Source: an optimization exercise on an open RTL-to-GDS flow (aim: small area, a short achievable clock period and few clock cycles). Production flows keep margins and buffers that such runs may drop. The RTL was checked by simulation tests, not by an equivalence proof against the original design. Power is estimated from default activity; no workload was simulated.

### design/flow/config.mk
export PLATFORM = sky130hd
export DESIGN_NAME = top
export DESIGN_NICKNAME = top
export VERILOG_FILES = /design/flow/design.v
export SDC_FILE = /design/flow/constraint.sdc
export NUM_CORES = 4
export LEC_CHECK = 0
export CAP_MARGIN = 20
export CORE_MARGIN = 2
export CORE_UTILIZATION = 40
export SLEW_MARGIN = 20
### design/flow/constraint.sdc
create_clock -name core_clock -period 8.0 [get_ports {clk}]
set_input_delay 1.6000 -clock core_clock [delete_from_list [all_inputs] [get_ports {clk}]]
set_output_delay 1.6000 -clock core_clock [all_outputs]
set_load 0.01 [all_outputs]
### design/flow/design.v
module top(
    input             clk,          
    input             rst,          
    input             read_n,       
    input             start_in,     
    input             valid_input,  
    input      [7:0]  r_addr,        
    input      [7:0]  X_load,        
    output            ry,           
    output     [8:0]  data_out,     
    output            finish      
);
  wire web;
  wire xload_done;
  wire ALU_en;
  wire input_load_en;
  controller controller_inst (
      .clk           (clk          ),
      .rst           (rst          ),
      .start_in      (start_in     ),
      .web           (web          ),
      .xload_done    (xload_done   ),
      .valid_input   (valid_input  ),
      .ALU_en        (ALU_en       ),
      .input_load_en (input_load_en)
  );
  logic_top logic_top_inst (
      .clk           ( clk          ),
      .rst           ( rst          ),
      .read_n        ( read_n       ),
      .ALU_en        ( ALU_en       ),
      .r_addr        ( r_addr       ),
      .X_load        ( X_load       ),
      .valid_input   ( valid_input  ),
      .input_load_en ( input_load_en),
      .web           ( web          ),
      .xload_done    ( xload_done   ),
      .ry            ( ry           ),
      .data_out      ( data_out     ),
      .ALU_done      ( finish       )
  );
endmodule
module logic_top(
    input  clk,
    input  rst,
	input  read_n,
	input  ALU_en,
    input  input_load_en,
	input  [7:0] r_addr,
    input  [7:0] X_load,
    input  valid_input,
    output ry,
	output web,
	output ALU_done,
	output [8:0]data_out,
    output xload_done
);
wire [7:0] 	X_reg1;
wire [7:0] 	X_reg2;
wire [7:0] 	X_reg3;
wire [7:0] 	X_reg4;
X_buffer u_X_buffer(
	.clk           	( clk            ),
	.rst           	( rst            ),
	.valid_input   	( valid_input    ),
	.input_load_en 	( input_load_en  ),
	.X_load        	( X_load         ),
	.X_shift       	( ALU_en         ),
	.X_reg1        	( X_reg1         ),
	.X_reg2        	( X_reg2         ),
	.X_reg3        	( X_reg3         ),
	.X_reg4        	( X_reg4         ),
	.xload_done    	( xload_done     )
);
wire [13:0] 	A_input;
wire [3:0]      rom_addr;
A_rom u_A_rom(
	.clk     	( clk       ),
	.rst     	( rst       ),
	.rom_addr   ( rom_addr  ),
	.A_input 	( A_input   )
);
wire [17:0] 	MU1;
wire [17:0] 	MU2;
wire [17:0] 	MU3;
wire [17:0] 	MU4;
ALU u_ALU(
	.clk       	( clk        ),
	.rst       	( rst        ),
	.A_input   	( A_input    ),
	.ALU_en     ( ALU_en     ),
	.X_reg1    	( X_reg1     ),
	.X_reg2    	( X_reg2     ),
	.X_reg3    	( X_reg3     ),
	.X_reg4    	( X_reg4     ),
	.MU1       	( MU1        ),
	.MU2       	( MU2        ),
	.MU3       	( MU3        ),
	.MU4       	( MU4        ),
	.web        ( web        ),
	.ALU_done   ( ALU_done   ),
    .rom_addr   ( rom_addr   )
);
wire            we_n;
wire [7:0 ]     w_addr;
wire [31:0] 	dataRAM;
wb u_wb(
	.clk     	( clk      ),
	.rst     	( rst      ),
	.web     	( web      ),
	.MU1     	( MU1      ),
	.MU2     	( MU2      ),
	.MU3     	( MU3      ),
	.MU4     	( MU4      ),
	.we_n  	    ( we_n     ),
	.w_addr 	( w_addr   ),
	.dataRAM 	( dataRAM  ) 
);
sram_mem u_sram_mem(
	.clk        	( clk         ),
	.rst        	( rst         ),
	.we_n       	( we_n        ),
	.read_n     	( read_n      ),
	.w_addr     	( w_addr      ),
	.r_addr     	( r_addr      ),
	.write_data 	( dataRAM     ),
	.ry         	( ry          ),
	.data_out   	( data_out    )
);
endmodule
module controller(
    input  clk,
    input  rst,
    input  web,
    input  start_in,
    input  xload_done,
    input  valid_input,
    output input_load_en,
    output ALU_en
);  
    parameter IDLE        = 2'b00;
    parameter shift_input = 2'b01;
    parameter ALU         = 2'b10;
    parameter next_col    = 2'b11;
    reg [1:0] state;
    reg [1:0] state_next;
    reg [1:0] count_col;
    reg [1:0] count_col_next;
    assign ALU_en=(state == ALU) ? 1'b1 : 1'b0;
    assign input_load_en = (state == shift_input) ? 1'b1 : 1'b0;
always @(posedge clk or negedge rst) begin
    if(!rst) begin
        count_col   <= 2'b0;
        state <= IDLE;
    end
    else begin
        state <= state_next;
        count_col <= count_col_next;
    end
end
always @(*) begin
    count_col_next = count_col;
    state_next = state;
    case (state) 
        IDLE        : begin state_next = start_in ? shift_input : IDLE; count_col_next  = 2'b0; end 
        shift_input : state_next = (xload_done && valid_input) ? ALU : shift_input; 
        ALU         : state_next = web   ? next_col : ALU;         
        next_col    : begin state_next = (count_col == 2'b11) ? IDLE : ALU; count_col_next = count_col + 2'b1;end  
        default     : state_next = IDLE;
    endcase
end
endmodule
module X_buffer(
    input  clk,
    input  rst,
    input  valid_input,
    input  input_load_en,
    input  [7:0] X_load, 
    input  X_shift,
    output [7:0] X_reg1,
    output [7:0] X_reg2,
    output [7:0] X_reg3,
    output [7:0] X_reg4,
    output xload_done
);
    reg [4:0] count;
    reg [4:0] count_next;
    reg [63:0] s_reg1;
    reg [63:0] s_reg2;
    reg [63:0] s_reg3;
    reg [63:0] s_reg4;
    reg [63:0] s_reg1_next;
    reg [63:0] s_reg2_next;
    reg [63:0] s_reg3_next;
    reg [63:0] s_reg4_next;
    assign X_reg1 = s_reg1[63:56];
    assign X_reg2 = s_reg2[63:56];
    assign X_reg3 = s_reg3[63:56];
    assign X_reg4 = s_reg4[63:56];
    assign xload_done = (count == 5'b11111);
always @(posedge clk or negedge rst) begin
    if(!rst) begin
        s_reg1      <= 64'b0;
        s_reg2      <= 64'b0;
        s_reg3      <= 64'b0;
        s_reg4      <= 64'b0;
        count       <= 5'b0;
    end
    else begin
        count       <= count_next;
        s_reg1      <= s_reg1_next;
        s_reg2      <= s_reg2_next;
        s_reg3      <= s_reg3_next;
        s_reg4      <= s_reg4_next;
    end
end
always @(*) begin
    count_next     = count;
    s_reg1_next    = s_reg1;
    s_reg2_next    = s_reg2;
    s_reg3_next    = s_reg3;
    s_reg4_next    = s_reg4;
    if(input_load_en && valid_input)begin
        case(count[1:0])
        2'b00 : s_reg1_next = {s_reg1[55:0] , X_load} ;
        2'b01 : s_reg2_next = {s_reg2[55:0] , X_load} ;
        2'b10 : s_reg3_next = {s_reg3[55:0] , X_load} ;
        2'b11 : s_reg4_next = {s_reg4[55:0] , X_load} ;
        endcase
        count_next = count + 5'b1;
    end
    else if(X_shift) begin
        s_reg1_next = {s_reg1[55:0] , s_reg1[63:56]};
        s_reg2_next = {s_reg2[55:0] , s_reg2[63:56]};
        s_reg3_next = {s_reg3[55:0] , s_reg3[63:56]};
        s_reg4_next = {s_reg4[55:0] , s_reg4[63:56]};
    end
end
endmodule
module A_rom(
    input  clk,
    input  rst,
    input  [3:0]  rom_addr,
    output [13:0] A_input
);
    parameter num_1_1 = 7'b1100011;
    parameter num_2_1 = 7'b1000000;
    parameter num_3_1 = 7'b0110110;
    parameter num_4_1 = 7'b1001110;
    parameter num_5_1 = 7'b1101101;
    parameter num_6_1 = 7'b1010101;
    parameter num_7_1 = 7'b1000011;
    parameter num_8_1 = 7'b0100110;
    parameter num_1_2 = 7'b1011010;
    parameter num_2_2 = 7'b0110000;
    parameter num_3_2 = 7'b1001000;
    parameter num_4_2 = 7'b1110001;
    parameter num_5_2 = 7'b1101011;
    parameter num_6_2 = 7'b1110011;
    parameter num_7_2 = 7'b1111000;
    parameter num_8_2 = 7'b1101000;
    parameter num_1_3 = 7'b0000000;
    parameter num_2_3 = 7'b0000000;
    parameter num_3_3 = 7'b0001011;
    parameter num_4_3 = 7'b0100001;
    parameter num_5_3 = 7'b0000010;
    parameter num_6_3 = 7'b0110110;
    parameter num_7_3 = 7'b0101011;
    parameter num_8_3 = 7'b1000101;
    parameter num_1_4 = 7'b1110110;
    parameter num_2_4 = 7'b0100110;
    parameter num_3_4 = 7'b0101011;
    parameter num_4_4 = 7'b1101110;
    parameter num_5_4 = 7'b0101011;
    parameter num_6_4 = 7'b0010001;
    parameter num_7_4 = 7'b1000000;
    parameter num_8_4 = 7'b1101101;
    reg [13:0] rom_out;
    reg [13:0] rom_out_next;
    assign A_input = rom_out;
always @(posedge clk or negedge rst) begin
    if(!rst) begin
        rom_out <= 14'b0;
    end
    else begin
       rom_out <= rom_out_next;
    end
end
always @(*) begin
    case (rom_addr)
        4'b0000 : rom_out_next = {num_1_1 , num_2_1};
        4'b0001 : rom_out_next = {num_3_1 , num_4_1};
        4'b0010 : rom_out_next = {num_5_1 , num_6_1};
        4'b0011 : rom_out_next = {num_7_1 , num_8_1};
        4'b0100 : rom_out_next = {num_1_2 , num_2_2};
        4'b0101 : rom_out_next = {num_3_2 , num_4_2};
        4'b0110 : rom_out_next = {num_5_2 , num_6_2};
        4'b0111 : rom_out_next = {num_7_2 , num_8_2};
        4'b1000 : rom_out_next = {num_1_3 , num_2_3};
        4'b1001 : rom_out_next = {num_3_3 , num_4_3};
        4'b1010 : rom_out_next = {num_5_3 , num_6_3};
        4'b1011 : rom_out_next = {num_7_3 , num_8_3};
        4'b1100 : rom_out_next = {num_1_4 , num_2_4};
        4'b1101 : rom_out_next = {num_3_4 , num_4_4};
        4'b1110 : rom_out_next = {num_5_4 , num_6_4};
        4'b1111 : rom_out_next = {num_7_4 , num_8_4};
        default : rom_out_next = 14'b0;
    endcase
end
endmodule
module ALU(
    input  clk,
    input  rst,
    input [13:0] A_input,
    input [7:0] X_reg1,         
    input [7:0] X_reg2,
    input [7:0] X_reg3,  
    input [7:0] X_reg4,
    input       ALU_en,
    output [17:0] MU1,      
    output [17:0] MU2,
    output [17:0] MU3,
    output [17:0] MU4,
    output [3:0] rom_addr,      
    output web,
    output ALU_done   
);  
    reg [4:0] counter, counter_next;
    assign rom_addr  = counter_next[4:1];
    assign ALU_done= (counter[4:0] == 5'd31);
    assign web     = (counter[2:0] == 3'd7);
    reg [17:0]  MU1_r;
    reg [17:0]  MU2_r;
    reg [17:0]  MU3_r;
    reg [17:0]  MU4_r;
    reg [17:0]  MU1_next,MU2_next,MU3_next,MU4_next;
    assign MU1 = MU1_next;
    assign MU2 = MU2_next;
    assign MU3 = MU3_next;
    assign MU4 = MU4_next;
    wire [6:0]  data_even = A_input [13:7];
    wire [6:0]  data_odd  = A_input [6:0];
    wire [6:0]  A;
    assign A = (counter[0] == 1) ? data_odd : data_even;
    always @(posedge clk or negedge rst) begin
        if(!rst) begin
            MU1_r <= 0; MU2_r <= 0; MU3_r <= 0; MU4_r <= 0;
            counter <= 0; 
        end
        else begin
                counter <= counter_next;
                MU1_r <= MU1_next; 
                MU2_r <= MU2_next; 
                MU3_r <= MU3_next; 
                MU4_r <= MU4_next;
        end
    end
    always @(*) begin
        counter_next = counter;
        if (ALU_en) begin
            counter_next = counter + 1;
            MU1_next = A*X_reg1 + MU1_r;
            MU2_next = A*X_reg2 + MU2_r;
            MU3_next = A*X_reg3 + MU3_r;
            MU4_next = A*X_reg4 + MU4_r;
        end
        else begin
            MU1_next = 18'b0; MU2_next = 18'b0; MU3_next = 18'b0; MU4_next = 18'b0; 
        end
    end 
endmodule
module wb(
    input  clk,
    input  rst,
    input  web,
    input  [17:0] MU1,
    input  [17:0] MU2,
    input  [17:0] MU3,
    input  [17:0] MU4,
    output we_n,
    output [7:0]  w_addr,
    output [31:0] dataRAM
);
    reg wb_next;
    reg wb_state;
    localparam wb_IDLE  = 1'b0;
    localparam wb_start = 1'b1;
    reg [5:0] ram_addr;
    reg [5:0] ram_addr_next;
    assign w_addr = {3'b0 , ram_addr};
    reg [17:0] result [2:0];
    reg [17:0] result_next [2:0];
    wire [1:0] count;
    wire [1:0] num;
    assign count = ram_addr[1:0];
    assign num   = (count==0)? count : count - 1'b1; 
    assign dataRAM[31:18] = 14'b0;
    assign dataRAM[17: 0] = web ? MU1 : result[num]; 
    assign we_n =! (wb_state||web); 
always @(posedge clk or negedge rst) begin
    if(!rst) begin
        ram_addr    <= 6'b0;
        result [0]  <= 17'b0;
        result [1]  <= 17'b0;
        result [2]  <= 17'b0;
        wb_state    <= wb_IDLE;
    end
    else begin
        result [0] <= result_next[0];
        result [1] <= result_next[1];
        result [2] <= result_next[2];
        wb_state  <= wb_next;
        ram_addr  <= ram_addr_next;
    end
end
always @(*) begin
    wb_next = wb_state;
    ram_addr_next  = we_n? ram_addr : ram_addr + 6'b1 ;  
    result_next[0] = web ? MU2 : result[0];
    result_next[1] = web ? MU3 : result[1];
    result_next[2] = web ? MU4 : result[2];
    case(wb_state)                                   
        wb_IDLE  : wb_next = web ? wb_start : wb_IDLE; 
        wb_start : wb_next = (count == 2'b11) ?  wb_IDLE:wb_start; 
    endcase 
end
endmodule
module sram_mem(
    input         clk,
    input         rst,  
    input         we_n,
    input         read_n,
    input  [7:0]  w_addr,  
    input  [7:0]  r_addr,
    input  [31:0] write_data,
    output reg ry,
    output reg [8:0] data_out
);
    wire        ry_sram;   
    wire        cs_n;
    wire [7:0]  addr;
    wire [31:0] sram_data;
    assign addr = we_n ? r_addr:w_addr;
    assign cs_n = (read_n&&we_n);
    localparam IDLE      = 2'd0;
    localparam WAIT_DATA = 2'd1;
    localparam READ_DATA = 2'd2;
    localparam OUT_NEXT  = 2'd3;
    reg [1:0] state, next_state;
    reg [8:0] data_buffer;   
    reg [8:0] data_buffer_next;
    always @(posedge clk) begin
        if (!rst) begin
            state     <= IDLE;
            data_buffer  <= 32'b0;
        end 
        else begin
            state        <= next_state;
            data_buffer  <= data_buffer_next;
        end
    end
    always @(*) begin
        case(state)
            IDLE:      next_state = read_n||(!ry_sram) ? IDLE:WAIT_DATA;
            WAIT_DATA: next_state = READ_DATA;
            READ_DATA: next_state = OUT_NEXT;
            OUT_NEXT:  next_state = IDLE;
            default:   next_state = IDLE;
        endcase
    end
    always @(*) begin
        ry = 1'b0;
        data_out = 9'd0;
        data_buffer_next = data_buffer;
        case(state)
            IDLE: begin
                ry = 1'b0;
                data_out = 9'd0;
            end
            WAIT_DATA: begin
                ry = 1'b0;
                data_out = 9'd0;
            end
            READ_DATA: begin
                ry = 1'b1;
                data_out = sram_data[8:0];
                data_buffer_next =sram_data[17:9];
            end
            OUT_NEXT: begin
                ry = 1'b1;
                data_out = data_buffer;
            end
            default: begin
                ry = 1'b0;
                data_out = 9'd0;
            end
        endcase
    end
    sram_64x18 u_sram (
    .clk        (clk        ),
    .csn        (cs_n       ),
    .wen        (we_n       ),
    .a          (addr       ),
    .d          (write_data ),
    .q          (sram_data  )
    );
    assign ry_sram = 1'b1;
endmodule
module sram_64x18(
    input         clk,
    input         csn,
    input         wen,
    input  [7:0]  a,
    input  [31:0] d,
    output [31:0] q
);
    reg [17:0] mem [0:63];
    reg [17:0] q_r;
    assign q = {14'b0, q_r};
    always @(posedge clk) begin
        if (!csn) begin
            if (!wen)
                mem[a[5:0]] <= d[17:0];
            else
                q_r <= mem[a[5:0]];
        end
    end
endmodule
### design/flow/run.sh
#!/bin/bash
# synth_recipe.tcl (not shown) runs the flow's synth.tcl, then flattens the netlist and writes it again
# the make line also repeats each setting of config.mk as NAME=value (left out here)
make -C /OpenROAD-flow-scripts/flow DESIGN_CONFIG=/design/flow/config.mk WORK_HOME=/design/flow/orfs CLKGATE_MAP_FILE= SYNTH_SCRIPT=/design/flow/synth_recipe.tcl finish
==> flow_metrics.py <==
metrics = {
    "run_status": {
        "outcome": "no timing/DRC/antenna violations",
    },
    "clock_tree": {
        "htreeDepth": 4,
        "hold_buffers": 0,
        "clkSinkCount": 1598,
        "cts_buffers": 157,
        "clkTransAtPathRegs_ns": 0.06,
        "cts_tree": "yes",
        "post_cts_buffers": 0,
        "root_buffer": "clkbuf_16",
        "cts_resized": 0,
        "clk_latency_ns": 0.83,
        "clk_path_buf_depth": 3,
    },
    "setup_path": {
        "critical_path_arrival_ns": 7.13,
        "start_kind": "flip-flop",
        "reg2reg_to": "logic_top_inst.u_sram_mem.u_sram.mem[24][16]$_DFFE_PP_",
        "critPathCaptureType": "flip-flop",
        "reg2reg_from": "logic_top_inst.u_ALU.counter[0]$_DFFE_PN0P_",
        "cp_max_fo": 64,
        "reg2reg_slack_ns": 1.36,
        "required_ns": 8.49,
        "reg2regPathDepth": 18,
        "worstSetupPathType": "reg -> reg",
    },
    "global_route": {
        "antenna_found_initial": 15,
        "grt_max_degree": 156,
        "first_global_vias": 41100,
        "grt_pass1_wl_um": 276000,
        "grt-ovfl-total": 0,
        "globalRouteTotalUtil_pct": 20.9,
    },
    "synthesis": {
        "netlist_area_um2": 69700,
        "yosysSeqAreaShare_pct": 65.7,
        "avgSynthCellArea_um2": 14.4,
        "ys.warnings.count": 9,
        "postSynthCellCount": 4828,
        "ys.flop_type": "edfxtp_1",
        "synth_edf_count": 1170,
        "syn-num-nets": 5205,
        "async_flop_share_pct": 26.1,
        "synth-seq-cells": 1598,
        "synth_cell_types": 76,
    },
    "power": {
        "intPower_mw": 13.3,
        "seqPwrFrac_pct": 52.5,
        "switching_power_mw": 3.79,
        "p_total_mw": 17.1,
        "p_comb_share_pct": 4.3,
        "p_per_area_nw_per_um2": 217,
        "peakVddDrop_mv": 0.245,
        "netSwitchingFraction_pct": 22.2,
        "clockPowerShare_pct": 43.2,
        "p_leak_nw": 31.8,
    },
    "final_layout": {
        "drive_above_1_share_pct": 16.4,
        "final_common_cell": "edfxtp_1",
        "layout.nets": 5303,
        "final_cells": 7388,
        "fin_util_pct": 45.5,
        "syn_to_final_growth_pct": 13.2,
        "fin_area_um2": 78900,
        "fillCellCount": 15300,
        "final_cell_mix": "1170 x edfxtp_1, 417 x dfrtp_1, 354 x nand2_1",
    },
    "placed_design": {
        "dpl.hpwl_um": 112000,
        "placed_cells": 7090,
        "port_buffers": 29,
        "place_ws_ns": 1.42,
        "gp_congestion": 0.839,
        "dpl_cell_area_um2": 73600,
    },
    "hold_path": {
        "holdPathEnd": "logic_top_inst.u_X_buffer.count[3]$_DFFE_PN0P_",
        "hold_class": "reg -> reg",
        "min-delay-start": "logic_top_inst.u_X_buffer.count[3]$_DFFE_PN0P_",
        "hold_depth": 1,
    },
    "floorplanning": {
        "fp-row-count": 153,
        "die_w_um": 421,
        "start_util_pct": 40.2,
        "core_um2": 173000,
        "die_area_um2": 178000,
        "io_pins": 32,
        "dieHeight_um": 421,
    },
    "sta": {
        "skew_ns": 0.0503,
        "tns_ns": 0,
        "setup_violations": 0,
        "max_slew_margin_pct": 16.9,
        "drv_slew": 0,
        "hold_viol": 0,
        "rsz0062_at_grt": "no",
        "setup_ws_ns": 1.36,
        "fmax_mhz": 151,
        "whs_ns": 0.474,
        "post-route-period-util_pct": 83.0,
        "worstMarginPinSlew_ns": 1.24,
        "fin_crit_ns": 6.64,
    },
    "drt": {
        "drcViolationCount": 0,
        "drtIter0Drc": 4491,
        "wl_per_cell_um": 25.2,
        "dr.pass1.iters": 8,
        "totalWireLength_um": 187000,
        "ant_nets": 0,
        "via_count": 41600,
        "viasPerCell": 5.63,
    },
    "job": {
        "maxCapViolCount": 0,
    },
}
==> worst max-delay path, stage by stage, from the launching register on <==
cell and delay [ns]:
dfrtp_1 0.60, mux2_2 0.73, nand2_1 0.17, fa_1 0.52
fa_1 0.49, inv_1 0.05, fa_1 0.48, inv_1 0.05
fa_1 0.47, inv_1 0.04, ha_1 0.32, o21ai_0 0.10
nor2_1 0.26, o211ai_1 0.20, nand3b_1 0.18, a31oi_1 0.17
or4b_2 0.67, o211ai_1 0.13, buf_4 0.61
==> how the worst max path moves through the flow <==
stage | from | to | cells past startpoint
floorplan | logic_top_inst.u_ALU.counter[0]$_DFFE_PN0P_ | logic_top_inst.u_sram_mem.u_sram.mem[0][11]$_DFFE_PP_ | 18
global placement | logic_top_inst.u_ALU.counter[0]$_DFFE_PN0P_ | logic_top_inst.u_sram_mem.u_sram.mem[31][16]$_DFFE_PP_ | 18
detailed placement | logic_top_inst.u_ALU.counter[0]$_DFFE_PN0P_ | logic_top_inst.u_sram_mem.u_sram.mem[31][16]$_DFFE_PP_ | 18
CTS | logic_top_inst.u_ALU.counter[0]$_DFFE_PN0P_ | logic_top_inst.u_sram_mem.u_sram.mem[24][16]$_DFFE_PP_ | 18
global route | logic_top_inst.u_ALU.counter[0]$_DFFE_PN0P_ | logic_top_inst.u_sram_mem.u_sram.mem[24][16]$_DFFE_PP_ | 18
finish | logic_top_inst.u_ALU.counter[0]$_DFFE_PN0P_ | logic_top_inst.u_sram_mem.u_sram.mem[24][16]$_DFFE_PP_ | 18
==> layer usage <==
metal,track usage (%),vias up,part of all wire (%)
li1,-,18200,-
met1,28.0,21400,41
met2,33.9,1639,48
met3,3.45,333,7.5
met4,8.13,2,4.1
met5,0,-,0.0059
==> power by group through the flow <==
stage	sequential, mW	clock, mW	combinational [mW]
2_1_floorplan	9.12	0	0.447
3_3_place_gp	9.13	0	0.734
3_5_place_dp	9.14	0	0.741
4_1_cts	8.97	7.50	0.744
5_1_grt	8.98	7.85	0.795
6_report	8.97	7.38	0.740
==> synth_stat cells, types with 68 or more instances <==
cell type / n / share of area (%)
a21oi_1: 191 / 1.4
a22oi_1: 301 / 3.2
a31oi_1: 88 / 0.79
and2_1: 227 / 2.0
and3_1: 81 / 0.73
clkbuf_1: 158 / 0.85
dfrtp_1: 417 / 15
edfxtp_1: 1170 / 50
fa_1: 168 / 4.8
ha_1: 188 / 3.4
inv_1: 267 / 1.4
mux2_2: 291 / 4.7
mux2i_1: 84 / 1.2
nand2_1: 355 / 1.9
nor2_1: 158 / 0.85
o21ai_0: 68 / 0.49
==> flip-flops by register name, indices dropped and copies added, names as in the netlist, 2 cells and up <==
register	flops
logic_top_inst.u_sram_mem.u_sram.mem	1152
logic_top_inst.u_X_buffer.count	5
controller_inst.state	2
logic_top_inst.u_ALU.MU3_r	18
logic_top_inst.u_X_buffer.s_reg2	64
logic_top_inst.u_X_buffer.s_reg4	64
logic_top_inst.u_sram_mem.u_sram.q_r	18
logic_top_inst.u_sram_mem.state	2
logic_top_inst.u_X_buffer.s_reg3	64
logic_top_inst.u_ALU.MU4_r	18
logic_top_inst.u_ALU.MU1_r	18
logic_top_inst.u_sram_mem.data_buffer	9
logic_top_inst.u_wb.ram_addr	6
logic_top_inst.u_wb.result	54
logic_top_inst.u_ALU.MU2_r	18
logic_top_inst.u_ALU.counter	5
logic_top_inst.u_X_buffer.s_reg1	64
controller_inst.count_col	2
logic_top_inst.u_A_rom.rom_out	14
==> final cells by class <==
class / instances / area [um^2] / share of cell area (%)
antenna: 5 / 12.5 / 0.0159
clock inverter: 73 / 754 / 0.956
multi-input combinational: 2704 / 22300 / 28.3
sequential: 1598 / 45800 / 58.0
tap: 2325 / 2910 / 3.69
inverter: 268 / 1010 / 1.28
timing repair buffer: 197 / 1690 / 2.15
clock buffer: 218 / 4400 / 5.58
==> cell families (layout without fill, tap and decap cells) <==
logic type	count (synthesis)	after routing	synth area share, %
flip-flops	1598	1598	65.7
AND/OR/NAND/NOR	974	974	6.90
AO/OA/AOI/OAI	940	940	9.47
buffers and inverters	526	756	3.03
multiplexers	378	378	5.98
adder cells (fa/ha/maj)	356	356	8.20
XOR/XNOR	56	56	0.704
other	0	5	0
Testbench counts, summed over its fixed seeds: cycles 8,544.

-- re-timing with driven ports --
The results above use ideal ports. As a check the final layout listed here was re-extracted and re-timed, cells and wires unchanged.
Step 1, drivers: a clkbuf_16 drives clk and a buf_2 each remaining input, both assumed.
Step 2 times the ports against the registers' clock, not the clock port: input delays grow and output delays shrink by t, the midpoint of the rising clock arrivals with the driver on.
Three values: ideal ports, drivers, drivers and shift; two values: the first two.
t (ns): 0.883
setup slack, ns: 1.363 / 1.363 / 1.363
worst hold slack (ns): 0.474 / 0.474 / 0.474
latest minus earliest clock arrival (ns): 0.051 / 0.051
pins driven straight from the clock port: 1
After both steps setup and hold are still met in this run. The setup slack of this run moves by 0.000 ns with the drivers and by 0.000 ns with both steps.
